Background: an optimization exercise with open tools, aiming at small area, a short achievable clock period and few clock cycles. Do not read the settings as production practice.
Only simulation tests tie the RTL to the original design; equivalence was not proved.
No activity file was given, so power comes from the tool's default toggle rates.

File: flow/flow/run.sh
#!/bin/bash
# The standard layout, except that the input and output ports are buffered
# with buf_2 cells (buffer_ports otherwise picks a slow delay buffer).
set -euo pipefail
bash standard.sh "BUFFER_PORTS_ARGS=-buffer_cell sky130_fd_sc_hd__buf_2" finish > standard_flow.log 2>&1
File: flow/standard.sh
#!/bin/bash
# synth_recipe.tcl (not shown) runs the flow's synth.tcl, then flattens the netlist and writes it again
# the make line also repeats each setting of config.mk as NAME=value (left out here)
make -C /OpenROAD-flow-scripts/flow DESIGN_CONFIG=/design/flow/config.mk WORK_HOME=/design/flow/orfs CLKGATE_MAP_FILE= SYNTH_SCRIPT=/design/flow/synth_recipe.tcl "${@:-finish}"
File: flow/config.mk
export PLATFORM = sky130hd
export DESIGN_NAME = alu
export DESIGN_NICKNAME = alu
export VERILOG_FILES = /design/flow/design.v
export SDC_FILE = /design/flow/constraint.sdc
export NUM_CORES = 4
export LEC_CHECK = 0
export ABC_AREA = 1
export CAP_MARGIN = 20
export CORE_MARGIN = 2
export CORE_UTILIZATION = 55
export SETUP_SLACK_MARGIN = 3.5
export SLEW_MARGIN = 20
File: flow/constraint.sdc
create_clock -name core_clock -period 9.0 [get_ports {i_clk}]
set_input_delay 1.8000 -clock core_clock [delete_from_list [all_inputs] [get_ports {i_clk}]]
set_output_delay 1.8000 -clock core_clock [all_outputs]
set_load 0.01 [all_outputs]
File: flow/design.v
module alu #(
    parameter INT_W  = 4,
    parameter FRAC_W = 6,
    parameter INST_W = 4,
    parameter DATA_W = INT_W + FRAC_W
)(
    input                     i_clk,
    input                     i_rst_n,
    input                     i_valid,
    input signed [DATA_W-1:0] i_data_a,
    input signed [DATA_W-1:0] i_data_b,
    input        [INST_W-1:0] i_inst,
    output                    o_valid,
    output       [DATA_W-1:0] o_data
);
wire signed [9:0] a = i_data_a;
wire signed [9:0] b = i_data_b;
wire s_mul  = (i_inst[3:1] == 3'b001);
wire s_add  = (i_inst[3:1] == 3'b000);
wire is_sub = (i_inst == 4'd1);
wire is_mac = (i_inst == 4'd3);
wire s_tanh = (i_inst == 4'd4);
wire s_cpop = (i_inst == 4'd8);
wire t_r1 = (a <= -10'sd96);
wire t_r2 = !t_r1 && (a <= -10'sd32);
wire t_r5 = (a > 10'sd96);
wire t_r4 = !t_r5 && (a > 10'sd32);
wire t_r3 = !(t_r1 || t_r2 || t_r4 || t_r5);
wire [9:0] tanh_x = t_r1 ? -10'sd64 : t_r2 ? -10'sd16 : t_r4 ? 10'sd16 : t_r5 ? 10'sd64 : 10'sd0;
reg [3:0] clz, ctz;
integer k;
always @(*) begin
    clz = 4'd10;
    for (k = 0; k < 10; k = k + 1) if (a[k]) clz = 9 - k;
    ctz = 4'd10;
    for (k = 9; k >= 0; k = k - 1) if (a[k]) ctz = k;
end
wire [1:0] cp0 = a[0] + a[1] + a[2];
wire [1:0] cp1 = a[3] + a[4] + a[5];
wire [1:0] cp2 = a[6] + a[7] + a[8];
wire [9:0] rol_1 = b[0] ? {a[8:0], a[9]} : a;
wire [9:0] rol_2 = b[1] ? {rol_1[7:0], rol_1[9:8]} : rol_1;
wire [9:0] rol_4 = b[2] ? {rol_2[5:0], rol_2[9:6]} : rol_2;
wire [9:0] rol   = b[3] ? {rol_4[1:0], rol_4[9:2]} : rol_4;
reg [9:0] x;
always @(*) begin
    case (i_inst)
        4'd0:    x = b;
        4'd1:    x = ~b;
        4'd4:    x = tanh_x;
        4'd5:    x = a | ~b;
        4'd6:    x = {6'd0, clz};
        4'd7:    x = {6'd0, ctz};
        4'd8:    x = {8'd0, cp2};
        4'd9:    x = rol;
        default: x = 10'd0;
    endcase
end
wire ts1 = ~(a[0] & b[9]) ^ (a[1] & b[8]);
wire tc2 = ~(a[0] & b[9]) & (a[1] & b[8]);
wire ts3 = 1'b1 ^ ~(a[1] & b[9]) ^ (a[2] & b[8]);
wire tc4 = (1'b1 & ~(a[1] & b[9])) | (1'b1 & (a[2] & b[8])) | (~(a[1] & b[9]) & (a[2] & b[8]));
wire ts5 = 1'b1 ^ (a[0] & b[5]);
wire tc6 = 1'b1 & (a[0] & b[5]);
wire ts7 = (a[0] & b[6]) ^ (a[1] & b[5]) ^ (a[2] & b[4]);
wire tc8 = ((a[0] & b[6]) & (a[1] & b[5])) | ((a[0] & b[6]) & (a[2] & b[4])) | ((a[1] & b[5]) & (a[2] & b[4]));
wire ts9 = (a[0] & b[7]) ^ (a[1] & b[6]) ^ (a[2] & b[5]);
wire tc10 = ((a[0] & b[7]) & (a[1] & b[6])) | ((a[0] & b[7]) & (a[2] & b[5])) | ((a[1] & b[6]) & (a[2] & b[5]));
wire ts11 = (a[3] & b[4]) ^ (a[4] & b[3]);
wire tc12 = (a[3] & b[4]) & (a[4] & b[3]);
wire ts13 = (a[0] & b[8]) ^ (a[1] & b[7]) ^ (a[2] & b[6]);
wire tc14 = ((a[0] & b[8]) & (a[1] & b[7])) | ((a[0] & b[8]) & (a[2] & b[6])) | ((a[1] & b[7]) & (a[2] & b[6]));
wire ts15 = (a[3] & b[5]) ^ (a[4] & b[4]) ^ (a[5] & b[3]);
wire tc16 = ((a[3] & b[5]) & (a[4] & b[4])) | ((a[3] & b[5]) & (a[5] & b[3])) | ((a[4] & b[4]) & (a[5] & b[3]));
wire ts17 = (a[6] & b[2]) ^ (a[7] & b[1]);
wire tc18 = (a[6] & b[2]) & (a[7] & b[1]);
wire ts19 = (a[2] & b[7]) ^ (a[3] & b[6]) ^ (a[4] & b[5]);
wire tc20 = ((a[2] & b[7]) & (a[3] & b[6])) | ((a[2] & b[7]) & (a[4] & b[5])) | ((a[3] & b[6]) & (a[4] & b[5]));
wire ts21 = (a[5] & b[4]) ^ (a[6] & b[3]) ^ (a[7] & b[2]);
wire tc22 = ((a[5] & b[4]) & (a[6] & b[3])) | ((a[5] & b[4]) & (a[7] & b[2])) | ((a[6] & b[3]) & (a[7] & b[2]));
wire ts23 = (a[8] & b[1]) ^ ~(a[9] & b[0]) ^ ts1;
wire tc24 = ((a[8] & b[1]) & ~(a[9] & b[0])) | ((a[8] & b[1]) & ts1) | (~(a[9] & b[0]) & ts1);
wire ts25 = (a[3] & b[7]) ^ (a[4] & b[6]) ^ (a[5] & b[5]);
wire tc26 = ((a[3] & b[7]) & (a[4] & b[6])) | ((a[3] & b[7]) & (a[5] & b[5])) | ((a[4] & b[6]) & (a[5] & b[5]));
wire ts27 = (a[6] & b[4]) ^ (a[7] & b[3]) ^ (a[8] & b[2]);
wire tc28 = ((a[6] & b[4]) & (a[7] & b[3])) | ((a[6] & b[4]) & (a[8] & b[2])) | ((a[7] & b[3]) & (a[8] & b[2]));
wire ts29 = ~(a[9] & b[1]) ^ tc2 ^ ts3;
wire tc30 = (~(a[9] & b[1]) & tc2) | (~(a[9] & b[1]) & ts3) | (tc2 & ts3);
wire ts31 = ~(a[2] & b[9]) ^ (a[3] & b[8]) ^ (a[4] & b[7]);
wire tc32 = (~(a[2] & b[9]) & (a[3] & b[8])) | (~(a[2] & b[9]) & (a[4] & b[7])) | ((a[3] & b[8]) & (a[4] & b[7]));
wire ts33 = (a[5] & b[6]) ^ (a[6] & b[5]) ^ (a[7] & b[4]);
wire tc34 = ((a[5] & b[6]) & (a[6] & b[5])) | ((a[5] & b[6]) & (a[7] & b[4])) | ((a[6] & b[5]) & (a[7] & b[4]));
wire ts35 = (a[8] & b[3]) ^ ~(a[9] & b[2]) ^ tc4;
wire tc36 = ((a[8] & b[3]) & ~(a[9] & b[2])) | ((a[8] & b[3]) & tc4) | (~(a[9] & b[2]) & tc4);
wire ts37 = ~(a[3] & b[9]) ^ (a[4] & b[8]) ^ (a[5] & b[7]);
wire tc38 = (~(a[3] & b[9]) & (a[4] & b[8])) | (~(a[3] & b[9]) & (a[5] & b[7])) | ((a[4] & b[8]) & (a[5] & b[7]));
wire ts39 = (a[6] & b[6]) ^ (a[7] & b[5]) ^ (a[8] & b[4]);
wire tc40 = ((a[6] & b[6]) & (a[7] & b[5])) | ((a[6] & b[6]) & (a[8] & b[4])) | ((a[7] & b[5]) & (a[8] & b[4]));
wire ts41 = ~(a[4] & b[9]) ^ (a[5] & b[8]) ^ (a[6] & b[7]);
wire tc42 = (~(a[4] & b[9]) & (a[5] & b[8])) | (~(a[4] & b[9]) & (a[6] & b[7])) | ((a[5] & b[8]) & (a[6] & b[7]));
wire ts43 = (a[0] & b[4]) ^ (a[1] & b[3]);
wire tc44 = (a[0] & b[4]) & (a[1] & b[3]);
wire ts45 = (a[1] & b[4]) ^ (a[2] & b[3]) ^ (a[3] & b[2]);
wire tc46 = ((a[1] & b[4]) & (a[2] & b[3])) | ((a[1] & b[4]) & (a[3] & b[2])) | ((a[2] & b[3]) & (a[3] & b[2]));
wire ts47 = (a[4] & b[1]) ^ (a[5] & b[0]);
wire tc48 = (a[4] & b[1]) & (a[5] & b[0]);
wire ts49 = (a[3] & b[3]) ^ (a[4] & b[2]) ^ (a[5] & b[1]);
wire tc50 = ((a[3] & b[3]) & (a[4] & b[2])) | ((a[3] & b[3]) & (a[5] & b[1])) | ((a[4] & b[2]) & (a[5] & b[1]));
wire ts51 = (a[6] & b[0]) ^ tc6 ^ ts7;
wire tc52 = ((a[6] & b[0]) & tc6) | ((a[6] & b[0]) & ts7) | (tc6 & ts7);
wire ts53 = (a[5] & b[2]) ^ (a[6] & b[1]) ^ (a[7] & b[0]);
wire tc54 = ((a[5] & b[2]) & (a[6] & b[1])) | ((a[5] & b[2]) & (a[7] & b[0])) | ((a[6] & b[1]) & (a[7] & b[0]));
wire ts55 = ts11 ^ tc8 ^ ts9;
wire tc56 = (ts11 & tc8) | (ts11 & ts9) | (tc8 & ts9);
wire ts57 = (a[8] & b[0]) ^ tc12 ^ ts17;
wire tc58 = ((a[8] & b[0]) & tc12) | ((a[8] & b[0]) & ts17) | (tc12 & ts17);
wire ts59 = tc10 ^ ts13 ^ ts15;
wire tc60 = (tc10 & ts13) | (tc10 & ts15) | (ts13 & ts15);
wire ts61 = tc18 ^ tc14 ^ tc16;
wire tc62 = (tc18 & tc14) | (tc18 & tc16) | (tc14 & tc16);
wire ts63 = ts19 ^ ts21 ^ ts23;
wire tc64 = (ts19 & ts21) | (ts19 & ts23) | (ts21 & ts23);
wire ts65 = tc20 ^ tc22 ^ ts25;
wire tc66 = (tc20 & tc22) | (tc20 & ts25) | (tc22 & ts25);
wire ts67 = ts27 ^ tc24 ^ ts29;
wire tc68 = (ts27 & tc24) | (ts27 & ts29) | (tc24 & ts29);
wire ts69 = tc26 ^ tc28 ^ ts31;
wire tc70 = (tc26 & tc28) | (tc26 & ts31) | (tc28 & ts31);
wire ts71 = ts33 ^ tc30 ^ ts35;
wire tc72 = (ts33 & tc30) | (ts33 & ts35) | (tc30 & ts35);
wire ts73 = ~(a[9] & b[3]) ^ tc32 ^ tc34;
wire tc74 = (~(a[9] & b[3]) & tc32) | (~(a[9] & b[3]) & tc34) | (tc32 & tc34);
wire ts75 = ts37 ^ ts39 ^ tc36;
wire tc76 = (ts37 & ts39) | (ts37 & tc36) | (ts39 & tc36);
wire ts77 = (a[7] & b[6]) ^ (a[8] & b[5]) ^ ~(a[9] & b[4]);
wire tc78 = ((a[7] & b[6]) & (a[8] & b[5])) | ((a[7] & b[6]) & ~(a[9] & b[4])) | ((a[8] & b[5]) & ~(a[9] & b[4]));
wire ts79 = tc38 ^ tc40 ^ ts41;
wire tc80 = (tc38 & tc40) | (tc38 & ts41) | (tc40 & ts41);
wire ts81 = ~(a[5] & b[9]) ^ (a[6] & b[8]) ^ (a[7] & b[7]);
wire tc82 = (~(a[5] & b[9]) & (a[6] & b[8])) | (~(a[5] & b[9]) & (a[7] & b[7])) | ((a[6] & b[8]) & (a[7] & b[7]));
wire ts83 = (a[8] & b[6]) ^ ~(a[9] & b[5]) ^ tc42;
wire tc84 = ((a[8] & b[6]) & ~(a[9] & b[5])) | ((a[8] & b[6]) & tc42) | (~(a[9] & b[5]) & tc42);
wire ts85 = 1'b1 ^ ~(a[6] & b[9]) ^ (a[7] & b[8]);
wire tc86 = (1'b1 & ~(a[6] & b[9])) | (1'b1 & (a[7] & b[8])) | (~(a[6] & b[9]) & (a[7] & b[8]));
wire ts87 = (a[8] & b[7]) ^ ~(a[9] & b[6]);
wire tc88 = (a[8] & b[7]) & ~(a[9] & b[6]);
wire ts89 = 1'b1 ^ ~(a[7] & b[9]) ^ (a[8] & b[8]);
wire tc90 = (1'b1 & ~(a[7] & b[9])) | (1'b1 & (a[8] & b[8])) | (~(a[7] & b[9]) & (a[8] & b[8]));
wire ts91 = (a[0] & b[3]) ^ (a[1] & b[2]);
wire tc92 = (a[0] & b[3]) & (a[1] & b[2]);
wire ts93 = (a[2] & b[2]) ^ (a[3] & b[1]) ^ (a[4] & b[0]);
wire tc94 = ((a[2] & b[2]) & (a[3] & b[1])) | ((a[2] & b[2]) & (a[4] & b[0])) | ((a[3] & b[1]) & (a[4] & b[0]));
wire ts95 = tc44 ^ ts5 ^ ts47;
wire tc96 = (tc44 & ts5) | (tc44 & ts47) | (ts5 & ts47);
wire ts97 = tc48 ^ tc46 ^ ts49;
wire tc98 = (tc48 & tc46) | (tc48 & ts49) | (tc46 & ts49);
wire ts99 = tc50 ^ ts53 ^ tc52;
wire tc100 = (tc50 & ts53) | (tc50 & tc52) | (ts53 & tc52);
wire ts101 = tc54 ^ ts57 ^ tc56;
wire tc102 = (tc54 & ts57) | (tc54 & tc56) | (ts57 & tc56);
wire ts103 = tc58 ^ tc60 ^ ts61;
wire tc104 = (tc58 & tc60) | (tc58 & ts61) | (tc60 & ts61);
wire ts105 = tc62 ^ ts65 ^ tc64;
wire tc106 = (tc62 & ts65) | (tc62 & tc64) | (ts65 & tc64);
wire ts107 = tc66 ^ ts69 ^ ts71;
wire tc108 = (tc66 & ts69) | (tc66 & ts71) | (ts69 & ts71);
wire ts109 = tc70 ^ ts73 ^ tc72;
wire tc110 = (tc70 & ts73) | (tc70 & tc72) | (ts73 & tc72);
wire ts111 = ts77 ^ tc74 ^ ts79;
wire tc112 = (ts77 & tc74) | (ts77 & ts79) | (tc74 & ts79);
wire ts113 = tc78 ^ ts81 ^ tc80;
wire tc114 = (tc78 & ts81) | (tc78 & tc80) | (ts81 & tc80);
wire ts115 = ts87 ^ tc82 ^ ts85;
wire tc116 = (ts87 & tc82) | (ts87 & ts85) | (tc82 & ts85);
wire ts117 = ~(a[9] & b[7]) ^ tc88 ^ tc86;
wire tc118 = (~(a[9] & b[7]) & tc88) | (~(a[9] & b[7]) & tc86) | (tc88 & tc86);
wire ts119 = 1'b1 ^ ~(a[8] & b[9]) ^ ~(a[9] & b[8]);
wire tc120 = (1'b1 & ~(a[8] & b[9])) | (1'b1 & ~(a[9] & b[8])) | (~(a[8] & b[9]) & ~(a[9] & b[8]));
wire ts121 = (a[0] & b[2]) ^ (a[1] & b[1]);
wire tc122 = (a[0] & b[2]) & (a[1] & b[1]);
wire ts123 = (a[2] & b[1]) ^ (a[3] & b[0]) ^ ts91;
wire tc124 = ((a[2] & b[1]) & (a[3] & b[0])) | ((a[2] & b[1]) & ts91) | ((a[3] & b[0]) & ts91);
wire ts125 = tc92 ^ ts43 ^ ts93;
wire tc126 = (tc92 & ts43) | (tc92 & ts93) | (ts43 & ts93);
wire ts127 = tc94 ^ ts45 ^ ts95;
wire tc128 = (tc94 & ts45) | (tc94 & ts95) | (ts45 & ts95);
wire ts129 = tc96 ^ ts51 ^ ts97;
wire tc130 = (tc96 & ts51) | (tc96 & ts97) | (ts51 & ts97);
wire ts131 = tc98 ^ ts55 ^ ts99;
wire tc132 = (tc98 & ts55) | (tc98 & ts99) | (ts55 & ts99);
wire ts133 = ts59 ^ tc100 ^ ts101;
wire tc134 = (ts59 & tc100) | (ts59 & ts101) | (tc100 & ts101);
wire ts135 = ts63 ^ tc102 ^ ts103;
wire tc136 = (ts63 & tc102) | (ts63 & ts103) | (tc102 & ts103);
wire ts137 = tc104 ^ ts67 ^ ts105;
wire tc138 = (tc104 & ts67) | (tc104 & ts105) | (ts67 & ts105);
wire ts139 = tc68 ^ tc106 ^ ts107;
wire tc140 = (tc68 & tc106) | (tc68 & ts107) | (tc106 & ts107);
wire ts141 = ts75 ^ ts109 ^ tc108;
wire tc142 = (ts75 & ts109) | (ts75 & tc108) | (ts109 & tc108);
wire ts143 = tc76 ^ ts111 ^ tc110;
wire tc144 = (tc76 & ts111) | (tc76 & tc110) | (ts111 & tc110);
wire ts145 = ts83 ^ ts113 ^ tc112;
wire tc146 = (ts83 & ts113) | (ts83 & tc112) | (ts113 & tc112);
wire ts147 = tc84 ^ ts115 ^ tc114;
wire tc148 = (tc84 & ts115) | (tc84 & tc114) | (ts115 & tc114);
wire ts149 = ts89 ^ tc116 ^ ts117;
wire tc150 = (ts89 & tc116) | (ts89 & ts117) | (tc116 & ts117);
wire ts151 = tc90 ^ ts119 ^ tc118;
wire tc152 = (tc90 & ts119) | (tc90 & tc118) | (ts119 & tc118);
wire ts153 = 1'b1 ^ (a[9] & b[9]) ^ tc120;
wire tc154 = (1'b1 & (a[9] & b[9])) | (1'b1 & tc120) | ((a[9] & b[9]) & tc120);
wire [19:0] row0 = {tc154, tc152, tc150, tc148, tc146, tc144, tc142, tc140, tc138, tc136, tc134, tc132, tc130, tc128, tc126, tc124, tc122, (a[2] & b[0]), (a[0] & b[1]), (a[0] & b[0])};
wire [19:0] row1 = {1'b0, ts153, ts151, ts149, ts147, ts145, ts143, ts141, ts139, ts137, ts135, ts133, ts131, ts129, ts127, ts125, ts123, ts121, (a[1] & b[0]), 1'b0};
wire [6:0] lo = row0[5:0] + row1[5:0];
wire s_a  = s_add | (s_tanh & t_r3);
wire s_ah = s_tanh & (t_r2 | t_r4);
wire [13:0] a_ext  = {4'b1111, ~a[9], a[8:0]};
wire [13:0] ah_ext = {4'b1111, ~a[9], a[9:1]};
wire        s_none = !(s_mul | s_a | s_ah);
wire [13:0] p = ({14{s_mul}} & row0[19:6]) | ({14{s_a}} & a_ext) | ({14{s_ah}} & ah_ext)
              | ({14{s_none}} & {5'b11111, 7'd0, cp0 & {2{s_cpop}}});
wire [13:0] q = ({14{s_mul}} & row1[19:6]) | ({14{s_cpop}} & {12'd0, cp1});
wire        c = s_mul ? lo[6] : (is_sub | (s_ah & a[0]) | (s_cpop & a[9]));
reg        o_valid_r;
reg  [9:0] x_r;
reg [13:0] p_r, q_r;
reg        c_r;
always @(posedge i_clk or negedge i_rst_n) begin
    if (!i_rst_n) begin
        o_valid_r <= 1'b0;
        x_r       <= 10'd0;
    end else begin
        o_valid_r <= i_valid;
        if (i_valid && !is_mac) x_r <= x;
        else if (o_valid_r)     x_r <= o_data;
    end
end
always @(posedge i_clk) begin
    p_r <= p;
    q_r <= q;
    c_r <= c;
end
wire [13:0] xrow = {4'b0000, ~x_r[9], x_r[8:0]};
wire [13:0] xs = p_r ^ q_r ^ xrow;
wire [13:0] xc = (p_r & q_r) | (p_r & xrow) | (q_r & xrow);
wire [14:0] sum = {xs, 1'b1} + {xc[12:0], 1'b0, c_r};
wire [13:0] S = sum[14:1];
wire        ovf = ~(&S[13:9] | ~|S[13:9]);
assign o_valid = o_valid_r;
assign o_data  = ovf ? {S[13], {9{~S[13]}}} : S[9:0];
endmodule
==> impl_summary.log, run 1 <==
INFO  metric outcome = complete, no violations
INFO  metric worst_slew_pin_slew = between 700 and 800 ps
INFO  metric cts_tree = built
INFO  metric clock_insertion_delay_worst_skew = 300 ps
INFO  metric grt_use_met1 = 45.3%
INFO  metric final-max-slew-violation-count = 0
INFO  metric mappedNetlistNets = 1031
INFO  metric global_route_wire_length_before_repair = 28500 µm
INFO  metric synthTopCellsByArea = sky130_fd_sc_hd__fa_1, sky130_fd_sc_hd__nand2_1, sky130_fd_sc_hd__inv_1
INFO  metric yosys.area.top_type_share = between 20 and 30%
INFO  metric setup_repair_after_global_routing_missed_its_margin = false
INFO  metric die-width = 109 µm
INFO  metric power_per_cell_area = 177 mW/mm²
INFO  metric floorplan.initialDensity = 56.0%
INFO  metric io_pins = 38
INFO  metric globalRouteMet2Util = 50.3%
INFO  metric antenna_found_initial = 0
INFO  metric via_count_of_the_first_global_routing_pass = 5582
INFO  metric r2r_end = x_r[1]$_DFFE_PN0P_
INFO  metric grt_util_met3 = 5.20%
INFO  metric detailed_route_vias_per_instance = 5.58
INFO  metric synthDominantAreaCellType = sky130_fd_sc_hd__fa_1
INFO  metric postCtsSetupRepairBufs = 0
INFO  metric syn_inst = 895
INFO  metric grt_max_degree = 25
INFO  metric cts.path.max_buffers = 2
INFO  metric hold_path.startpoint = x_r[2]$_DFFE_PN0P_
INFO  metric timing_hold_violations_final = 0
INFO  metric route.vias.total = between 5000 and 6000
INFO  metric grt_overflow_total = 0
INFO  metric cts_inserted_buffers = 5
INFO  metric critPathMaxFanout = 9
INFO  metric critical_path.startpoint_type = flip-flop
INFO  metric route.detailed.drc = 0
INFO  metric synth_warnings = 1
INFO  metric detail-route-antenna-nets = 0
INFO  metric timing.rr.start = x_r[9]$_DFFE_PN0P_
INFO  metric die_h = about 110 µm
INFO  metric reg2reg_setup_slack = 6200 ps
INFO  metric drt_pass1_iterations = 8
INFO  metric die_area = 0.0118 mm²
INFO  metric worstPathArrival = 2990 ps
INFO  metric yosys_most_used_dff = sky130_fd_sc_hd__dfxtp_1
INFO  metric cts.repair.resized = 0
INFO  metric core_area = approximately 0.011 mm²
INFO  metric cp_data_required_time = slightly above 7000 ps
INFO  metric final_layout_size_suffix_gt1_share = 7.40%
INFO  metric antenna_cells = 0
INFO  metric final_period_minus_worst_setup_slack = 4790 ps
INFO  metric drv.max_cap_violation_count = 0
INFO  metric totalWireLength = between 15000 and 20000 µm
INFO  metric syn-mean-instance-area = 6.73 µm²
INFO  metric power.static_leakage = 3.60 nW
INFO  metric cts_htree_levels = 2
INFO  metric cts_hold_repair.buffers = 0
INFO  metric detailedPlacementHpwl = 14000 µm
INFO  metric ffs_w_async_s_r_synth = 28.2%
INFO  metric worst_r2r_path_depth = 14
INFO  metric timing.critical_path.to_type = output pin
INFO  metric synth_cell_type_count = 35
INFO  metric number_of_violations_reported_at_the_end_of_detailed_routing_iteration_0 = between 700 and 800
INFO  metric maxClockFrequency = 209 MHz
INFO  metric setup_viol = 0
INFO  metric totalNegativeSetupSlack = 0 ps
INFO  metric irDropWorstVdd = ~130 µV
INFO  metric synth-seq-cells = 39
INFO  metric synth_edf_count = 0
INFO  metric clkTransAtPathRegs = 80 ps
INFO  metric slew_headroom = 49.4%
INFO  metric path_class = reg2out
INFO  metric fp-row-count = 38
INFO  metric timing.final.crit_share = between 50% and 60%
INFO  metric nets = around 1000
INFO  metric hold_path_end = x_r[2]$_DFFE_PN0P_
INFO  metric timing.hold.worst_path_depth = 2
INFO  metric detail_route.wl_per_cell = 16.7 µm
INFO  metric worst_skew = 20.0 ps
INFO  metric syn_area = 0.00602 mm²
INFO  metric worstHoldPathType = reg2reg
INFO  metric numClockSinks = 39
INFO  metric buffer_cell_driving_the_clock_tree_root = sky130_fd_sc_hd__clkbuf_8
INFO  metric top_usage_layer = met2
INFO  metric design_power_total = ~1.1 mW
INFO  metric synth.yosys.seq_area_share = 13.9%
INFO  metric globalRouteTotalUtil = roughly a third
INFO  metric gp_congestion = 1.04
INFO  metric portBuffers = 37
INFO  metric areaGrowthSynthToFinish = 5.53%
## Yosys cell counts (all sizes together) (2+ instances only)
cell,instances
o221ai,7
nand3,66
nand3b,2
xnor2,3
a21oi,41
o211ai,12
dfxtp,28
nor2,59
inv,185
clkbuf,23
nor3,7
fa,76
nand4,9
o21ai,27
buf,12
xor2,6
clkinv,2
nand2,276
ha,33
dfrtp,11
o2111ai,4
## layout by cell type, fill, tap and decap left out, drive strengths merged
cell type,n
nor3,7
nand4,9
xor2,6
o2111ai,4
xnor2,3
o221ai,7
nand2,276
fa,76
nor2,59
a22o,1
nor4,1
o22ai,1
nand3,66
bufinv,1
dfrtp,11
o2bb2ai,1
inv,185
mux2i,1
buf,38
dfxtp,28
ha,33
a31oi,1
clkbuf,5
o211ai,12
o21ai,27
clkinv,4
nand3b,2
a21oi,41
## worst max path at each step
stage                             from  slack [ps]             end  cells after the start
floorplan                  i_data_b[3]        4450  q_r[4]$_DFF_P_                     10
global placement           i_data_a[2]        4440  p_r[6]$_DFF_P_                     10
detailed placement         i_data_a[5]        4360     c_r$_DFF_P_                     13
CTS                 x_r[8]$_DFFE_PN0P_        4240       o_data[0]                     13
global route        x_r[9]$_DFFE_PN0P_        4030       o_data[8]                     15
finish              x_r[9]$_DFFE_PN0P_        4210       o_data[0]                     13
## flip-flops by register name, indices dropped and copies added (netlist names)
name	cells
q_r	13
p_r	14
o_valid_r	1
c_r	1
x_r	10
## per-stage QoR
| step | utilization [%] | worst slack, ps | cell area, µm² | hold slack [ps] | cells |
|---|---|---|---|---|---|
| after floorplan | - | 4450 | 6020 | 532 | 895 |
| after global placement | 58.1 | 4440 | 6250 | 567 | 1038 |
| after detailed placement | 58.1 | 4360 | 6250 | 582 | 1038 |
| after CTS | 59.1 | 4240 | 6350 | 603 | 1046 |
| after global routing | 59.1 | 4030 | 6350 | 645 | 1046 |
| final | 59.1 | 4210 | 6350 | 594 | 1046 |
## final cells by class
class	count	area, µm²
clock inverters	3	38.8
multi-input cells	634	4340
flip-flops and latches	39	836
well taps	140	175
clock buffers	5	68.8
fillers	1053	4390
inverters	187	702
repair buffers	38	193
## routing by layer
layer,up-vias,wire [µm]
met4,0,381
met1,2747,7660
met5,-,0
li1,2761,-
met2,294,7980
met3,39,1480
## cell families (layout without fill, tap and decap cells)
logic type	Yosys count	count (layout)	share of synthesized area [%]
DFF	39	39	13.9
adders and majority gates	109	109	32.1
and+or+nand+nor	420	420	28.8
muxes	1	1	0.166
AOI/OAI and AO/OA	95	95	9.68
buffers and inverters	222	233	14.0
xor gates and xnor gates	9	9	1.31
## where the power goes
group          internal, mW  leakage (nW)  total [mW]  switching [mW]
registers             0.204         0.360       0.236          0.0312
logic                 0.273          3.19       0.745           0.472
clock network        0.0813        0.0556       0.144          0.0632
total                 0.559          3.60        1.13           0.567
## worst max-delay path, cell delays in order (launching register included)
cell and delay (ps):
sky130_fd_sc_hd__dfrtp_1 450, sky130_fd_sc_hd__fa_1 550, sky130_fd_sc_hd__inv_1 40, sky130_fd_sc_hd__ha_1 360, sky130_fd_sc_hd__nand2_1 100, sky130_fd_sc_hd__nor2_1 150, sky130_fd_sc_hd__nand3_1 130, sky130_fd_sc_hd__nand3_1 80
sky130_fd_sc_hd__nand2_1 50, sky130_fd_sc_hd__nand2_1 90, sky130_fd_sc_hd__nand4_1 90, sky130_fd_sc_hd__nand2_1 270, sky130_fd_sc_hd__nand2_1 170, sky130_fd_sc_hd__buf_2 170
Testbench counts, summed over its fixed seeds: cycles 24,000.
==> run 2: changes to the inputs <==
--- a/flow/config.mk
+++ b/flow/config.mk
@@ -8,6 +8,6 @@
 export ABC_AREA = 1
 export CAP_MARGIN = 20
 export CORE_MARGIN = 2
-export CORE_UTILIZATION = 55
+export CORE_UTILIZATION = 30
 export SETUP_SLACK_MARGIN = 3.5
 export SLEW_MARGIN = 20
==> run 2 against run 1 <==
Against the previous run:
- still clean on timing, DRC and antenna
- core utilization down 26 points
- wire length is 0.24% lower
- first-iteration DRC count decreased by 40%
- setup slack improved by 120 ps
- design area is 3.3% higher
- critical path depth stayed put
- synthesized cell count stayed put
- combinational power hardly changed
- worst hold slack worse by 29 ps
- sequential cell count did not move
- critical endpoint is now o_data[8]
- largest cell class unchanged
- largest power group unchanged
==> impl_summary.log, run 2 <==
INFO  metric yosys_most_used_dff = sky130_fd_sc_hd__dfxtp_1
INFO  metric io_pins = 38
INFO  metric worstHoldPathType = reg2reg
INFO  metric numClockSinks = 39
INFO  metric final-max-slew-violation-count = 0
INFO  metric slew_headroom = a little under half
INFO  metric crit_path_cell_trace = fa_1, inv_1, ha_1, nand2_1, nor2_1, nand3_1, nand3_1, nand2_1, nand2_1, nand4_1, nand2_1, nand2_1, buf_2
INFO  metric worst_r2r_path_depth = 13
INFO  metric syn_inst = 895
INFO  metric mappedNetlistNets = roughly 1000
INFO  metric layout_common_cells = sky130_fd_sc_hd__nand2_1, sky130_fd_sc_hd__inv_1, sky130_fd_sc_hd__fa_1
INFO  metric fp-row-count = 51
INFO  metric detailedPlacementHpwl = 14100 µm
INFO  metric cts.path.max_buffers = 2
INFO  metric final_common_cell = sky130_fd_sc_hd__nand2_1
INFO  metric post-synth-top-count-cell = sky130_fd_sc_hd__nand2_1
INFO  metric synth_warnings = 1
INFO  metric cts_htree_levels = 2
INFO  metric reg2reg_setup_slack = about 6300 ps
INFO  metric buffer_cell_driving_the_clock_tree_root = sky130_fd_sc_hd__clkbuf_16
INFO  metric worst_skew = 8.26 ps
INFO  metric synthDominantAreaCellType = sky130_fd_sc_hd__fa_1
INFO  metric synth_edf_count = 0
INFO  metric design_area = 0.00657 mm²
INFO  metric ffs_w_async_s_r_synth = 28.2%
INFO  metric areaGrowthSynthToFinish = 9.06%
INFO  metric worstPathArrival = 2870 ps
INFO  metric drt_pass1_iterations = 5
INFO  metric worst_slew_pin_slew = 780 ps
INFO  metric postCtsSetupRepairBufs = 0
INFO  metric timing.hold.worst_path_depth = 2
INFO  metric via_count_of_the_first_global_routing_pass = between 5000 and 6000
INFO  metric final_period_minus_worst_setup_slack = 4670 ps
INFO  metric timing.rr.start = x_r[1]$_DFFE_PN0P_
INFO  metric totalWireLength = 17500 µm
INFO  metric dpl_cell_area = 0.00640 mm²
INFO  metric synth-seq-cells = 39
INFO  metric totalNegativeSetupSlack = 0 ps
INFO  metric detail-route-antenna-nets = 0
INFO  metric power.static_leakage = 3.63 nW
INFO  metric die_area = 0.0212 mm²
INFO  metric grt_overflow_total = 0
INFO  metric largest_register = p_r
INFO  metric nets = 1041
INFO  metric cts_inserted_buffers = 5
INFO  metric peak_per_stage_delay_on_the_critical_path = between 500 and 600 ps
INFO  metric critical-path-top-cell-by-count = sky130_fd_sc_hd__nand2_1
INFO  metric syn-mean-instance-area = 6.73 µm²
INFO  metric synth.yosys.seq_area_share = 13.9%
INFO  metric detail_route.wl_per_cell = 14.9 µm
INFO  metric r2r_end = x_r[7]$_DFFE_PN0P_
INFO  metric drv.max_cap_violation_count = 0
INFO  metric gp_congestion = 0.935
INFO  metric fillCellCount = ~2200
INFO  metric synthTopCellsByArea = sky130_fd_sc_hd__fa_1, sky130_fd_sc_hd__nand2_1, sky130_fd_sc_hd__inv_1
INFO  metric largest_reg_flops = 14
INFO  metric route.detailed.drc = 0
INFO  metric syn_area = 0.00602 mm²
INFO  metric path_class = reg2out
INFO  metric synth_cell_type_count = 35
INFO  metric maxClockFrequency = 214 MHz
INFO  metric yosys.area.top_type_share = 25.3%
INFO  metric die-width = between 100 and 150 µm
INFO  metric cts.repair.resized = 0
INFO  metric antenna_found_initial = 0
INFO  metric antenna_cells = 0
INFO  metric grt_max_degree = 25
INFO  metric outcome = complete, no violations
INFO  metric irDropWorstVdd = ~86 µV
INFO  metric clock_insertion_delay_worst_skew = 280 ps
INFO  metric biggestRegsByFlops = p_r (14), q_r (13), x_r (10)
INFO  metric portBuffers = 37
INFO  metric detailed_route_vias_per_instance = 4.80
INFO  metric holdWs = between 500 and 600 ps
INFO  metric timing.final.crit_share = between 50% and 60%
INFO  metric path_buf_inv = 2
INFO  metric timing_hold_violations_final = 0
INFO  metric number_of_violations_reported_at_the_end_of_detailed_routing_iteration_0 = 432
INFO  metric route.vias.total = approximately 5600
INFO  metric core_area = 0.0196 mm²
INFO  metric timing.critical_path.to_type = output pin
INFO  metric cts_hold_repair.buffers = 0
INFO  metric global_route_wire_length_before_repair = 29800 µm
INFO  metric floorplan.initialDensity = 30.7%
INFO  metric cts_tree = built
INFO  metric clkTransAtPathRegs = roughly 60 ps
INFO  metric critPathMaxFanout = 9
INFO  metric design_power_total = 1.17 mW
INFO  metric cp_top_family = simple AND/OR/NAND/NOR gates
INFO  metric critical_path.startpoint_type = flip-flop
INFO  metric cp_data_required_time = 7200 ps
INFO  metric die_h = 146 µm
INFO  metric final_layout_size_suffix_gt1_share = under 10%
INFO  metric power_per_cell_area = 178 mW/mm²
INFO  metric setup_repair_after_global_routing_missed_its_margin = false
INFO  metric hold_path.startpoint = x_r[1]$_DFFE_PN0P_
INFO  metric globalRouteTotalUtil = 17.3%
INFO  metric setup_viol = 0
INFO  metric hold_path_end = x_r[1]$_DFFE_PN0P_
INFO  metric synth_common_cells = sky130_fd_sc_hd__nand2_1, sky130_fd_sc_hd__inv_1, sky130_fd_sc_hd__fa_1, sky130_fd_sc_hd__nand3_1, sky130_fd_sc_hd__nor2_1
INFO  metric crit_slowest_cell = sky130_fd_sc_hd__fa_1
run 2: cell counts after synthesis:
No cell type changed its count.
run 2: cell type report:
type	count	area (µm²)	share of cell area [%]
multi-input combinational	634	4340	66.1
sequential	39	836	12.7
inverter	187	702	10.7
tap	265	332	5.05
timing repair buffer	38	193	2.93
clock buffer	6	150	2.29
clock inverter	2	13.8	0.210
run 2: worst max path at each step:
| stage | start | end | cells past startpoint |
|---|---|---|---|
| global placement | i_inst[2] | x_r[1]$_DFFE_PN0P_ | 10 |
| finish | x_r[9]$_DFFE_PN0P_ | o_data[8] | 13 |
| CTS | x_r[9]$_DFFE_PN0P_ | o_data[7] | 13 |
| floorplan | i_data_b[3] | q_r[4]$_DFF_P_ | 10 |
| global route | x_r[9]$_DFFE_PN0P_ | o_data[8] | 15 |
| detailed placement | i_data_a[5] | c_r$_DFF_P_ | 13 |
run 2: routing by layer:
layer | vias to the layer above | part of all wire (%) | global-route usage (%)
met3 | 12 | 8.5 | 3.48
met1 | 2622 | 46 | 24.9
met4 | 0 | 0.86 | 3.04
met5 | - | 0 | 0
met2 | 221 | 44 | 27.3
li1 | 2760 | - | -
run 2: tightest hold or removal path, cell delays in order, from the launching register on:
cell	delay (ps)
sky130_fd_sc_hd__dfrtp_1	370
sky130_fd_sc_hd__nor2_1	70
sky130_fd_sc_hd__a21oi_2	90
run 2: kinds of logic after synthesis:
group | count (synthesis) | share of synthesized area, %
buffers and inverters | 222 | 14.0
XOR/XNOR | 9 | 1.31
AND/OR/NAND/NOR | 420 | 28.8
flip-flops | 39 | 13.9
AO/OA/AOI/OAI | 95 | 9.68
multiplexers | 1 | 0.166
adder cells (fa/ha/maj) | 109 | 32.1
run 2: stage by stage:
step                util (%)  setup slack, ps  std cells
finish                  33.5             4330       1171
global route            33.5             4080       1171
CTS                     33.5             4310       1171
detailed placement      32.7             4360       1163
global placement        32.7             4380       1163
floorplan                  -             4450        895
run 2: report_power, final:
| part | switching [mW] | internal [mW] | leakage, nW | total (mW) |
|---|---|---|---|---|
| Sequential | 0.0251 | 0.205 | 0.360 | 0.230 |
| Clock | 0.0726 | 0.120 | 0.0820 | 0.192 |
| Combinational | 0.469 | 0.275 | 3.19 | 0.744 |
==> run 3: changes to the inputs <==
--- a/flow/config.mk
+++ b/flow/config.mk
@@ -8,6 +8,6 @@
 export ABC_AREA = 1
 export CAP_MARGIN = 20
 export CORE_MARGIN = 2
-export CORE_UTILIZATION = 30
+export CORE_UTILIZATION = 40
 export SETUP_SLACK_MARGIN = 3.5
 export SLEW_MARGIN = 20
==> run 3 against run 2 <==
Against the previous run:
- still clean
- design area fell by 1.5%
- sequential power about the same
- count of clock-buffer cells in the layout stayed put
- power about the same
- sequential share of layout area rose by 0.20 points
- clock power hardly changed
- register-to-register slack worse by 70 ps
- critical path type unchanged
- largest cell class unchanged
- largest power group unchanged
- highest routed layer is now met5
==> impl_summary.log, run 3 <==
INFO  metric power.share.combinational = 63.8%
INFO  metric synth_edf_count = 0
INFO  metric fillCellCount = approximately 1600
INFO  metric global_route_wire_length_before_repair = between 20000 and 30000 µm
INFO  metric worst_r2r_path_depth = 13
INFO  metric syn_area = 0.00602 mm²
INFO  metric detail_route.wl_per_cell = 15.7 µm
INFO  metric die-width = 127 µm
INFO  metric timing.critical_path.to_type = output pin
INFO  metric peak_per_stage_delay_on_the_critical_path = 490 ps
INFO  metric final_period_minus_worst_setup_slack = 4700 ps
INFO  metric path_buf_inv = 1
INFO  metric final_common_cell = sky130_fd_sc_hd__nand2_1
INFO  metric yosys.area.top_type_share = 25.3%
INFO  metric critical-path-top-cell-by-count = sky130_fd_sc_hd__nand2_1
INFO  metric worst_slew_pin_slew = 792 ps
INFO  metric cts_htree_levels = 2
INFO  metric numClockSinks = 39
INFO  metric antenna_cells = 0
INFO  metric detail-route-antenna-nets = 0
INFO  metric power_per_cell_area = ~180 mW/mm²
INFO  metric cts_inserted_buffers = 5
INFO  metric syn-mean-instance-area = 6.73 µm²
INFO  metric netSwitchingFraction = 48.6%
INFO  metric crit_path_cell_trace = fa_1, ha_1, nand2_1, nor2_2, nand3_1, nand3_1, nand2_1, nand2_1, nand4_1, nand2_1, nand2_1, buf_2
INFO  metric worstPathArrival = 2900 ps
INFO  metric cts_hold_repair.buffers = 0
INFO  metric crit_cells = 12
INFO  metric holdWs = 561 ps
INFO  metric clkTransAtPathRegs = 60 ps
INFO  metric totalNegativeSetupSlack = 0 ps
INFO  metric synth_warnings = 1
INFO  metric io_pins = 38
INFO  metric synth.yosys.seq_area_share = between 10 and 15%
INFO  metric largest_register = p_r
INFO  metric route.vias.total = ~5500
INFO  metric clkPwrFrac = between 10% and 20%
INFO  metric totalWireLength = about 17000 µm
INFO  metric critical_path.startpoint_type = flip-flop
INFO  metric synthDominantAreaCellType = sky130_fd_sc_hd__fa_1
INFO  metric nets = 1041
INFO  metric floorplan.initialDensity = 41.1%
INFO  metric design_power_total = 1.17 mW
INFO  metric maxClockFrequency = 213 MHz
INFO  metric syn_inst = 895
INFO  metric pwr-share-seq = around a fifth
INFO  metric die_area = 0.0161 mm²
INFO  metric irDropWorstVdd = ~97 µV
INFO  metric place.detailed.instances = 1082
INFO  metric path_class = reg2out
INFO  metric final-max-slew-violation-count = 0
INFO  metric finalNonFillerCells = approximately 1100
INFO  metric detailedPlacementHpwl = roughly 14000 µm
INFO  metric timing.hold.worst_path_depth = 2
INFO  metric ffs_w_async_s_r_synth = 28.2%
INFO  metric core_area = 0.0146 mm²
INFO  metric drv.max_cap_violation_count = 0
INFO  metric outcome = complete, no violations
INFO  metric post-synth-top-count-cell = sky130_fd_sc_hd__nand2_1
INFO  metric detailed_route_vias_per_instance = between 5 and 6
INFO  metric critPathMaxFanout = 9
INFO  metric gp_congestion = about 0.90
INFO  metric die_h = between 100 and 150 µm
INFO  metric timing_hold_violations_final = 0
INFO  metric crit_slowest_cell = sky130_fd_sc_hd__fa_1
INFO  metric clock_insertion_delay_worst_skew = about 280 ps
INFO  metric globalRouteTotalUtil = 22.4%
INFO  metric layout.core_utilization = 44.2%
INFO  metric cp_top_family = simple AND/OR/NAND/NOR gates
INFO  metric portBuffers = 37
INFO  metric mappedNetlistNets = 1031
INFO  metric number_of_violations_reported_at_the_end_of_detailed_routing_iteration_0 = around 420
INFO  metric cp_data_required_time = about 7000 ps
INFO  metric buffer_cell_driving_the_clock_tree_root = sky130_fd_sc_hd__clkbuf_16
INFO  metric cts.repair.resized = 0
INFO  metric setup_viol = 0
INFO  metric layout_common_cells = sky130_fd_sc_hd__nand2_1, sky130_fd_sc_hd__inv_1, sky130_fd_sc_hd__fa_1
INFO  metric timing.final.crit_share = between 50% and 60%
INFO  metric synth-seq-cells = 39
INFO  metric slew_headroom = about 47%
INFO  metric biggestRegsByFlops = p_r (14), q_r (13), x_r (10)
INFO  metric cts.path.max_buffers = 2
INFO  metric fp-row-count = 44
INFO  metric synthTopCellsByArea = sky130_fd_sc_hd__fa_1, sky130_fd_sc_hd__nand2_1, sky130_fd_sc_hd__inv_1
INFO  metric cts_tree = built
INFO  metric route.detailed.drc = 0
INFO  metric largest_reg_flops = 14
INFO  metric antenna_found_initial = 1
INFO  metric internal_power = 0.600 mW
INFO  metric p_sw = 0.566 mW
INFO  metric power.static_leakage = 3.63 nW
INFO  metric grt_overflow_total = 0
INFO  metric drt_pass1_iterations = 6
INFO  metric synth_common_cells = sky130_fd_sc_hd__nand2_1, sky130_fd_sc_hd__inv_1, sky130_fd_sc_hd__fa_1, sky130_fd_sc_hd__nand3_1, sky130_fd_sc_hd__nor2_1
INFO  metric setup_repair_after_global_routing_missed_its_margin = false
INFO  metric final_layout_size_suffix_gt1_share = around 7.5%
INFO  metric grt_max_degree = 25
INFO  metric via_count_of_the_first_global_routing_pass = ~5400
INFO  metric worst_skew = 5.53 ps
INFO  metric synth_cell_type_count = 35
INFO  metric areaGrowthSynthToFinish = 7.38%
INFO  metric postCtsSetupRepairBufs = 0
INFO  metric worstHoldPathType = reg2reg
INFO  metric yosys_most_used_dff = sky130_fd_sc_hd__dfxtp_1
## run 3: cell counts after synthesis
No cell type changed its count.
## run 3: cells by family (layout without fill, tap and decap cells)
family | after synthesis | count (layout) | synth area share, %
AO/OA/AOI/OAI | 95 | 95 | 9.68
XOR/XNOR | 9 | 9 | 1.31
adder cells (fa/ha/maj) | 109 | 109 | 32.1
buffers and inverters | 222 | 233 | 14.0
flip-flops | 39 | 39 | 13.9
multiplexers | 1 | 1 | 0.166
AND/OR/NAND/NOR | 420 | 420 | 28.8
## run 3: worst paths after layout
kind / startpoint / end / slack [ps]
max: x_r[7]$_DFFE_PN0P_ / o_data[8] / 4300
min: x_r[0]$_DFFE_PN0P_ / x_r[0]$_DFFE_PN0P_ / 560
max reg2reg: x_r[7]$_DFFE_PN0P_ / x_r[5]$_DFFE_PN0P_ / 6200
min reg2reg: x_r[0]$_DFFE_PN0P_ / x_r[0]$_DFFE_PN0P_ / 560
max in group asynchronous: i_rst_n / x_r[8]$_DFFE_PN0P_ / 7400
min in group asynchronous: i_rst_n / x_r[0]$_DFFE_PN0P_ / 1380
## run 3: area by class of cell
type / instances / area [µm²] / area share [%]
multi-input combinational: 634 / 4340 / 67.1
sequential: 39 / 836 / 12.9
inverter: 187 / 702 / 10.9
tap: 184 / 230 / 3.56
timing repair buffer: 38 / 193 / 2.98
clock buffer: 6 / 150 / 2.32
clock inverter: 2 / 13.8 / 0.213
## run 3: routing by layer
| layer | routed length [µm] | GRT usage (%) | part of all wire [%] |
|---|---|---|---|
| met2 | 7630 | 35.9 | 45 |
| met3 | 1030 | 2.61 | 6.0 |
| met5 | 11 | 0 | 0.064 |
| met4 | 316 | 5.82 | 1.8 |
| met1 | 8100 | 32.3 | 47 |
## run 3: worst reg2reg max path, cell delays in order (launching register included)
cell and delay [ps]:
sky130_fd_sc_hd__dfrtp_1 420, sky130_fd_sc_hd__fa_1 490, sky130_fd_sc_hd__ha_1 360, sky130_fd_sc_hd__nand2_1 150, sky130_fd_sc_hd__inv_1 70, sky130_fd_sc_hd__a21oi_2 200, sky130_fd_sc_hd__nor2_1 60, sky130_fd_sc_hd__nor2_1 120
sky130_fd_sc_hd__nand3b_1 100, sky130_fd_sc_hd__nand2_2 90, sky130_fd_sc_hd__nand2_1 200, sky130_fd_sc_hd__nand2_1 170, sky130_fd_sc_hd__nand2_1 90, sky130_fd_sc_hd__a21oi_1 200
## run 3: power groups by stage
stage	combinational (mW)	clock, mW	sequential [mW]
5_1_grt	0.855	0.206	0.234
4_1_cts	0.744	0.197	0.230
2_1_floorplan	0.541	0	0.227
6_report	0.744	0.193	0.229
3_5_place_dp	0.740	0	0.233
3_3_place_gp	0.732	0	0.233
## run 3: per-stage QoR
step	instance area [µm²]	setup WS, ps
global placement	6300	4400
finish	6470	4300
global route	6470	4060
floorplan	6020	4450
detailed placement	6300	4370
CTS	6470	4270
==> run 4: changes to the inputs <==
--- a/flow/config.mk
+++ b/flow/config.mk
@@ -9,5 +9,5 @@
 export CAP_MARGIN = 20
 export CORE_MARGIN = 2
 export CORE_UTILIZATION = 40
-export SETUP_SLACK_MARGIN = 3.5
+export SETUP_SLACK_MARGIN = 4.6
 export SLEW_MARGIN = 20
==> run 4 against run 3 <==
Against the previous run:
- still clean on timing, DRC and antenna
- final cell count grew 1.8%
- area after synthesis is the same
- worst hold slack lost 16 ps
- sequential power is essentially flat
- setup slack gained 130 ps
- sequential cell count is the same
- clock power grew 8%
- critical path depth grew 2
- core utilization grew 3.9 points
- via count grew 2.7%
- critical path type unchanged
- critical endpoint is now o_data[3]
- largest cell class unchanged
- highest routed layer is now met4
==> impl_summary.log, run 4 <==
INFO  metric cts_inserted_buffers = 5
INFO  metric number_of_violations_reported_at_the_end_of_detailed_routing_iteration_0 = 336
INFO  metric timing.critical_path.to_type = output pin
INFO  metric worst_slew_pin_slew = 668 ps
INFO  metric buffer_cell_driving_the_clock_tree_root = sky130_fd_sc_hd__clkbuf_16
INFO  metric die_h = 127 µm
INFO  metric worstPathArrival = 2770 ps
INFO  metric route.vias.total = around 5700
INFO  metric timing_hold_violations_final = 0
INFO  metric layout_common_cells = sky130_fd_sc_hd__nand2_1, sky130_fd_sc_hd__inv_1, sky130_fd_sc_hd__fa_1
INFO  metric synth_edf_count = 0
INFO  metric numClockSinks = 39
INFO  metric synth.yosys.seq_area_share = between 10% and 20%
INFO  metric synthDominantAreaCellType = sky130_fd_sc_hd__fa_1
INFO  metric power_per_cell_area = 217 mW/mm²
INFO  metric core_area = 0.0146 mm²
INFO  metric critical_path.startpoint_type = flip-flop
INFO  metric io_pins = 38
INFO  metric totalWireLength = ~18000 µm
INFO  metric pwr-share-seq = 14.9%
INFO  metric fp-row-count = 44
INFO  metric power.static_leakage = about 3.8 nW
INFO  metric syn_inst = 895
INFO  metric ffs_w_async_s_r_synth = 28.2%
INFO  metric totalNegativeSetupSlack = 0 ps
INFO  metric setup_viol = 0
INFO  metric holdWs = 545 ps
INFO  metric cts_hold_repair.buffers = 0
INFO  metric cts_tree = built
INFO  metric detailed_route_vias_per_instance = 5.13
INFO  metric power.share.combinational = 71.5%
INFO  metric synthTopCellsByArea = sky130_fd_sc_hd__fa_1, sky130_fd_sc_hd__nand2_1, sky130_fd_sc_hd__inv_1
INFO  metric cts.path.max_buffers = 2
INFO  metric synth.mux.area_fraction = less than 1%
INFO  metric drv.max_cap_violation_count = 0
INFO  metric grt_util_met3 = 3.33%
INFO  metric clkPwrFrac = between 10 and 15%
INFO  metric synth_warnings = 1
INFO  metric grt_use_met1 = a little under a third
INFO  metric internal_power = around 0.83 mW
INFO  metric synth_top_family_by_area = adder cells
INFO  metric antenna_found_initial = 1
INFO  metric final_layout_size_suffix_gt1_share = 17.3%
INFO  metric design_power_total = 1.53 mW
INFO  metric p_sw = 0.701 mW
INFO  metric path_class = reg2out
INFO  metric grt_max_degree = 25
INFO  metric detail_route.wl_per_cell = 15.8 µm
INFO  metric synth-seq-cells = 39
INFO  metric die_area = 0.0161 mm²
INFO  metric global_route_wire_length_before_repair = 28600 µm
INFO  metric yosys.area.top_type_share = 25.3%
INFO  metric crit_slowest_cell = sky130_fd_sc_hd__fa_1
INFO  metric portBuffers = 37
INFO  metric final_common_cell = sky130_fd_sc_hd__nand2_1
INFO  metric yosys_most_used_dff = sky130_fd_sc_hd__dfxtp_1
INFO  metric largest_reg_flops = 14
INFO  metric critPathMaxFanout = 4
INFO  metric synth_compound_gate_area_share = 9.68%
INFO  metric drt_pass1_iterations = 5
INFO  metric final-max-slew-violation-count = 0
INFO  metric syn-mean-instance-area = around 6.7 µm²
INFO  metric synth_xor_area_share = approximately 1.3%
INFO  metric nets = 1060
INFO  metric grt_overflow_total = 0
INFO  metric slew_headroom = 55.3%
INFO  metric maxClockFrequency = between 200 and 250 MHz
INFO  metric biggestRegsByFlops = p_r (14), q_r (13), x_r (10)
INFO  metric peak_per_stage_delay_on_the_critical_path = 510 ps
INFO  metric die-width = 127 µm
INFO  metric synth_cell_type_count = 35
INFO  metric final_period_minus_worst_setup_slack = 4570 ps
INFO  metric cts_htree_levels = 2
INFO  metric globalRouteMet2Util = 36.6%
INFO  metric cp_top_family = simple AND/OR/NAND/NOR gates
INFO  metric synth-adder-area-share = 32.1%
INFO  metric largest_register = p_r
INFO  metric synth-simple-area-share = 28.8%
INFO  metric detailedPlacementHpwl = 13400 µm
INFO  metric worstHoldPathType = reg2reg
INFO  metric mappedNetlistNets = 1031
INFO  metric detail-route-antenna-nets = 0
INFO  metric critical-path-top-cell-by-count = sky130_fd_sc_hd__nand2_2
INFO  metric areaGrowthSynthToFinish = 17.0%
INFO  metric route.detailed.drc = 0
INFO  metric floorplan.initialDensity = 41.1%
INFO  metric gp_congestion = 0.914
INFO  metric synth_common_cells = sky130_fd_sc_hd__nand2_1, sky130_fd_sc_hd__inv_1, sky130_fd_sc_hd__fa_1, sky130_fd_sc_hd__nand3_1, sky130_fd_sc_hd__nor2_1
INFO  metric syn_area = 0.00602 mm²
INFO  metric globalRouteTotalUtil = 22.3%
INFO  metric via_count_of_the_first_global_routing_pass = 5446
INFO  metric top_usage_layer = met2
INFO  metric path_buf_inv = 2
INFO  metric timing.final.crit_share = between 50% and 60%
INFO  metric clock_insertion_delay_worst_skew = 280 ps
INFO  metric outcome = complete, no violations
INFO  metric crit_path_cell_trace = fa_1, ha_4, nand2_4, inv_2, nand2_1, nand2_2, nand2_2, nand3_2, nand2_1, nand2_1, nand4_1, nand2_2, nand2_2, buf_6
INFO  metric setup_repair_after_global_routing_missed_its_margin = true
INFO  metric post-synth-top-count-cell = sky130_fd_sc_hd__nand2_1
INFO  metric netSwitchingFraction = 45.8%
INFO  metric clkTransAtPathRegs = roughly 60 ps
INFO  metric irDropWorstVdd = 130 µV
INFO  metric cp_data_required_time = 7200 ps
INFO  metric worst_skew = 4.15 ps
run 4: cell count changes in the layout (fill, tap and decap cells not counted), moves of 8 or more:
cell | previous run | this run
sky130_fd_sc_hd__ha_4 | 0 | 10
sky130_fd_sc_hd__ha_1 | 33 | 23
sky130_fd_sc_hd__buf_6 | 0 | 9
sky130_fd_sc_hd__buf_4 | 1 | 20
sky130_fd_sc_hd__nand2_1 | 268 | 229
sky130_fd_sc_hd__buf_2 | 37 | 22
sky130_fd_sc_hd__inv_1 | 181 | 171
sky130_fd_sc_hd__nand2_2 | 7 | 39
sky130_fd_sc_hd__inv_2 | 4 | 12
run 4: cell type report:
class	instances	area, µm²
well taps	184	230
flip-flops and latches	39	836
fillers	1472	7600
clock inverters	2	35.0
repair buffers	56	399
multi-input cells	635	4690
clock buffers	6	139
inverters	187	709
diodes	1	2.50
run 4: worst min-delay path, cell delays in order, from the launching register on:
cell and delay, ps:
sky130_fd_sc_hd__dfrtp_1 360, sky130_fd_sc_hd__nor2_1 60, sky130_fd_sc_hd__a21oi_2 90
run 4: final timing paths:
| path | start | to | slack (ps) | depth (start not counted) |
|---|---|---|---|---|
| setup / recovery | x_r[6]$_DFFE_PN0P_ | o_data[3] | 4430 | 14 |
| hold / removal | x_r[3]$_DFFE_PN0P_ | x_r[3]$_DFFE_PN0P_ | 550 | 2 |
| setup reg to reg | x_r[6]$_DFFE_PN0P_ | x_r[5]$_DFFE_PN0P_ | 6240 | 16 |
| hold reg to reg | x_r[3]$_DFFE_PN0P_ | x_r[3]$_DFFE_PN0P_ | 550 | 2 |
| max in group asynchronous | i_rst_n | x_r[8]$_DFFE_PN0P_ | 7400 | 1 |
| min in group asynchronous | i_rst_n | x_r[0]$_DFFE_PN0P_ | 1380 | 1 |
run 4: routing by layer:
metal	wire, µm	up-vias
li1	-	2808
met1	8010	2661
met2	8200	192
met3	978	32
met4	357	0
met5	0	-
run 4: power groups by stage:
| stage | logic (mW) | registers (mW) | clock network [mW] |
|---|---|---|---|
| 5_1_grt | 1.21 | 0.232 | 0.218 |
| 3_3_place_gp | 0.731 | 0.233 | 0 |
| 3_5_place_dp | 0.737 | 0.234 | 0 |
| 4_1_cts | 0.914 | 0.228 | 0.212 |
| 6_report | 1.09 | 0.229 | 0.208 |
| 2_1_floorplan | 0.541 | 0.227 | 0 |
run 4: per-stage QoR:
stage / instance area [µm²] / setup WS, ps / utilization (%) / std cells
after floorplan: 6040 / 4600 / - / 895
after global placement: 6300 / 4350 / 43.0 / 1082
after detailed placement: 6300 / 4270 / 43.0 / 1082
after CTS: 6760 / 4480 / 46.2 / 1101
after global routing: 7040 / 4310 / 48.1 / 1109
final: 7040 / 4430 / 48.1 / 1110
run 4: cells by family after synthesis:
logic type,count (synthesis)
simple gates,420
xor+xnor,9
fa+ha+maj,109
mux,1
buf+inv,222
flops,39
compound gates,95
run 4: what timing repair did:
action / 4_1_cts / 5_1_grt
pin swaps: 34 / 40
gates resized for setup: 45 / 64
buffers inserted: 10 / 8
gates cloned: 1 / 0
endpoints found under the setup margin: 10 / 25
==> run 5: changes to the inputs <==
--- a/flow/config.mk
+++ b/flow/config.mk
@@ -8,6 +8,6 @@
 export ABC_AREA = 1
 export CAP_MARGIN = 20
 export CORE_MARGIN = 2
-export CORE_UTILIZATION = 40
-export SETUP_SLACK_MARGIN = 4.6
+export CORE_UTILIZATION = 30
+export SETUP_SLACK_MARGIN = 4.3
 export SLEW_MARGIN = 20
==> run 5 against run 4 <==
Against the previous run:
- global-route usage is 5.0 points lower
- critical endpoint is now o_data[1]
- still clean on timing, DRC and antenna
- area after synthesis stayed put
- die area rose by 32%
==> impl_summary.log, run 5 <==
INFO  metric synth_edf_count = 0
INFO  metric final-max-slew-violation-count = 0
INFO  metric timing_hold_violations_final = 0
INFO  metric final_common_cell = sky130_fd_sc_hd__nand2_1
INFO  metric syn-mean-instance-area = 6.73 µm²
INFO  metric detail_route.wl_per_cell = between 15 and 20 µm
INFO  metric core_area = a little under 0.02 mm²
INFO  metric die-width = between 100 and 150 µm
INFO  metric post-synth-top-count-cell = sky130_fd_sc_hd__nand2_1
INFO  metric buffer_cell_driving_the_clock_tree_root = sky130_fd_sc_hd__clkbuf_16
INFO  metric detail-route-antenna-nets = 0
INFO  metric crit_path_cell_trace = fa_1, ha_4, nand2_1, nor2_1, nand3_1, nand3_1, nand2_1, nand2_1, nand4_1, nand2_2, nand2_2, buf_2
INFO  metric crit_slowest_cell = sky130_fd_sc_hd__fa_1
INFO  metric cts_htree_levels = 2
INFO  metric synth_warnings = 1
INFO  metric multi_input_comb_area = ~0.0045 mm²
INFO  metric cp_data_required_time = around 7200 ps
INFO  metric worst_skew = between 6 and 7 ps
INFO  metric cts.path.max_buffers = 2
INFO  metric yosys_most_used_dff = sky130_fd_sc_hd__dfxtp_1
INFO  metric totalWireLength = 17900 µm
INFO  metric outcome = complete, no violations
INFO  metric peak_per_stage_delay_on_the_critical_path = 500 ps
INFO  metric via_count_of_the_first_global_routing_pass = around 5700
INFO  metric synth_common_cells = sky130_fd_sc_hd__nand2_1, sky130_fd_sc_hd__inv_1, sky130_fd_sc_hd__fa_1, sky130_fd_sc_hd__nand3_1, sky130_fd_sc_hd__nor2_1
INFO  metric gp_congestion = 0.935
INFO  metric cts_inserted_buffers = 5
INFO  metric layout_common_cells = sky130_fd_sc_hd__nand2_1, sky130_fd_sc_hd__inv_1, sky130_fd_sc_hd__fa_1
INFO  metric ffs_w_async_s_r_synth = 28.2%
INFO  metric timing.critical_path.to_type = output pin
INFO  metric nets = between 1000 and 1500
INFO  metric worstHoldPathType = reg2reg
INFO  metric die_area = 0.0212 mm²
INFO  metric synth-seq-cells = 39
INFO  metric final_layout_size_suffix_gt1_share = 12.4%
INFO  metric final-seq-area = 837 µm²
INFO  metric biggestRegsByFlops = p_r (14), q_r (13), x_r (10)
INFO  metric floorplan.initialDensity = 30.7%
INFO  metric critPathMaxFanout = 4
INFO  metric clkTransAtPathRegs = 60 ps
INFO  metric irDropWorstVdd = 92.2 µV
INFO  metric timing.final.crit_share = 50.5%
INFO  metric totalNegativeSetupSlack = 0 ps
INFO  metric power_per_cell_area = 196 mW/mm²
INFO  metric path_class = reg2out
INFO  metric route.vias.total = 5729
INFO  metric global_route_wire_length_before_repair = 29800 µm
INFO  metric yosys.area.top_type_share = 25.3%
INFO  metric dpl_cell_area = 0.00640 mm²
INFO  metric syn_area = between 0.006 and 0.007 mm²
INFO  metric detailed_route_vias_per_instance = about 4.9
INFO  metric largest_register = p_r
INFO  metric critical_path.startpoint_type = flip-flop
INFO  metric synthTopCellsByArea = sky130_fd_sc_hd__fa_1, sky130_fd_sc_hd__nand2_1, sky130_fd_sc_hd__inv_1
INFO  metric die_h = 146 µm
INFO  metric fp-row-count = 51
INFO  metric critical-path-top-cell-by-count = sky130_fd_sc_hd__nand2_1
INFO  metric drt_pass1_iterations = 5
INFO  metric io_pins = 38
INFO  metric synthDominantAreaCellType = sky130_fd_sc_hd__fa_1
INFO  metric number_of_violations_reported_at_the_end_of_detailed_routing_iteration_0 = 386
INFO  metric fillCellCount = 2143
INFO  metric final_period_minus_worst_setup_slack = 4550 ps
INFO  metric drv.max_cap_violation_count = 0
INFO  metric grt_max_degree = 25
INFO  metric cts_tree = built
INFO  metric setup_viol = 0
INFO  metric globalRouteTotalUtil = 17.3%
INFO  metric detailedPlacementHpwl = about 14000 µm
INFO  metric numClockSinks = 39
INFO  metric portBuffers = 37
INFO  metric slew_headroom = 45.7%
INFO  metric syn_inst = 895
INFO  metric worstPathArrival = 2750 ps
INFO  metric largest_reg_flops = 14
INFO  metric clock_insertion_delay_worst_skew = between 200 and 300 ps
INFO  metric setup_repair_after_global_routing_missed_its_margin = false
INFO  metric areaGrowthSynthToFinish = 13.5%
INFO  metric maxClockFrequency = 220 MHz
INFO  metric grt_overflow_total = 0
INFO  metric power.static_leakage = 3.67 nW
INFO  metric synth_cell_type_count = 35
INFO  metric antenna_cells = 0
INFO  metric worst_slew_pin_slew = 809 ps
INFO  metric route.detailed.drc = 0
INFO  metric design_area = 0.00684 mm²
INFO  metric antenna_found_initial = 0
INFO  metric mappedNetlistNets = 1031
INFO  metric synth.yosys.seq_area_share = 13.9%
INFO  metric layout.core_utilization = approximately a third
run 5: final timing paths:
path                                     from  slack (ps)                 end  depth (start not counted)
setup / recovery           x_r[5]$_DFFE_PN0P_        4450           o_data[1]                         12
hold / removal             x_r[3]$_DFFE_PN0P_         550  x_r[3]$_DFFE_PN0P_                          2
setup reg to reg           x_r[5]$_DFFE_PN0P_        6270  x_r[7]$_DFFE_PN0P_                         14
hold reg to reg            x_r[3]$_DFFE_PN0P_         550  x_r[3]$_DFFE_PN0P_                          2
max in group asynchronous             i_rst_n        7400  x_r[8]$_DFFE_PN0P_                          1
min in group asynchronous             i_rst_n        1390  x_r[3]$_DFFE_PN0P_                          1
run 5: area by class of cell:
type	instances	area share (%)
sequential	39	12.2
tap	265	4.85
multi-input combinational	636	66.3
timing repair buffer	46	3.88
clock buffer	6	2.20
clock inverter	2	0.201
inverter	187	10.3
run 5: timing repair:
| item | in CTS | in global routing |
|---|---|---|
| buffers inserted | 0 | 8 |
| resized for setup | 0 | 44 |
| endpoints found under the hold margin | 0 | 0 |
| hold buffers | 0 | 0 |
| setup endpoints to repair | 0 | 9 |
run 5: power breakdown:
group | switching, mW | internal [mW]
sequential | 0.0240 | 0.205
clock | 0.0723 | 0.120
combinational | 0.535 | 0.383
run 5: stage by stage:
| step | setup WS [ps] | hold slack, ps | power (mW) | instances |
|---|---|---|---|---|
| 4_1_cts | 4310 | 570 | 1.17 | 1171 |
| 6_report | 4450 | 548 | 1.34 | 1181 |
| 3_5_place_dp | 4360 | 556 | 0.976 | 1163 |
| 3_3_place_gp | 4380 | 547 | 0.970 | 1163 |
| 2_1_floorplan | 4450 | 532 | 0.767 | 895 |
| 5_1_grt | 4280 | 589 | 1.48 | 1181 |
run 5: per-layer routing:
metal	wire length [µm]	global-route usage, %	up-vias
met5	0	0	-
met3	1480	3.48	21
met2	7940	27.3	240
met1	8260	24.9	2682
li1	-	-	2786
met4	181	3.04	0
run 5: cell families (layout without fill, tap and decap cells):
family                   Yosys count  count (layout)  share of synthesized area [%]
XOR/XNOR                           9               9                           1.31
adder cells (fa/ha/maj)          109             109                           32.1
flip-flops                        39              39                           13.9
AND/OR/NAND/NOR                  420             422                           28.8
multiplexers                       1               1                          0.166
buffers and inverters            222             241                           14.0
AO/OA/AOI/OAI                     95              95                           9.68
run 5: worst max-delay path, delay by kind of cell (launching register included):
kind / cells / cell delay (ps)
flip-flops: 1 / 390
AND/OR/NAND/NOR: 9 / 1090
adder cells (fa/ha/maj): 2 / 830
buffers and inverters: 1 / 140

re-timing with driven ports:
The results above use ideal ports. As a check the final layouts listed here were re-extracted and re-timed, cells and wires unchanged.
Step 1 (the two cells are an assumption about what drives the block):
set clk [get_ports {i_clk}]
set_driving_cell -lib_cell sky130_fd_sc_hd__clkbuf_16 $clk
set_driving_cell -lib_cell sky130_fd_sc_hd__buf_2 [delete_from_list [all_inputs] $clk]
Step 2 also shifts input and output timing later by t, the mid clock arrival at the registers, as if the neighbouring blocks saw the same clock.
Slacks: ideal / step 1 / step 2; pairs: ideal / step 1.
run	t, ns	slack for setup (ns)	worst data-port slew with drivers (ns)
run 1	0.316	4.214 / 4.185 / 4.362	0.03
run 2	0.314	4.335 / 4.300 / 4.339	0.06
run 3	0.316	4.299 / 4.263 / 4.354	0.04
run 4	0.316	4.430 / 4.395 / 4.385	0.06
run 5	0.314	4.453 / 4.418 / 4.348	0.06
After both steps setup and hold are still met in every run listed. For run 5, which loses most, drivers alone change the setup slack by -0.035 ns; drivers and shift together by -0.105 ns.
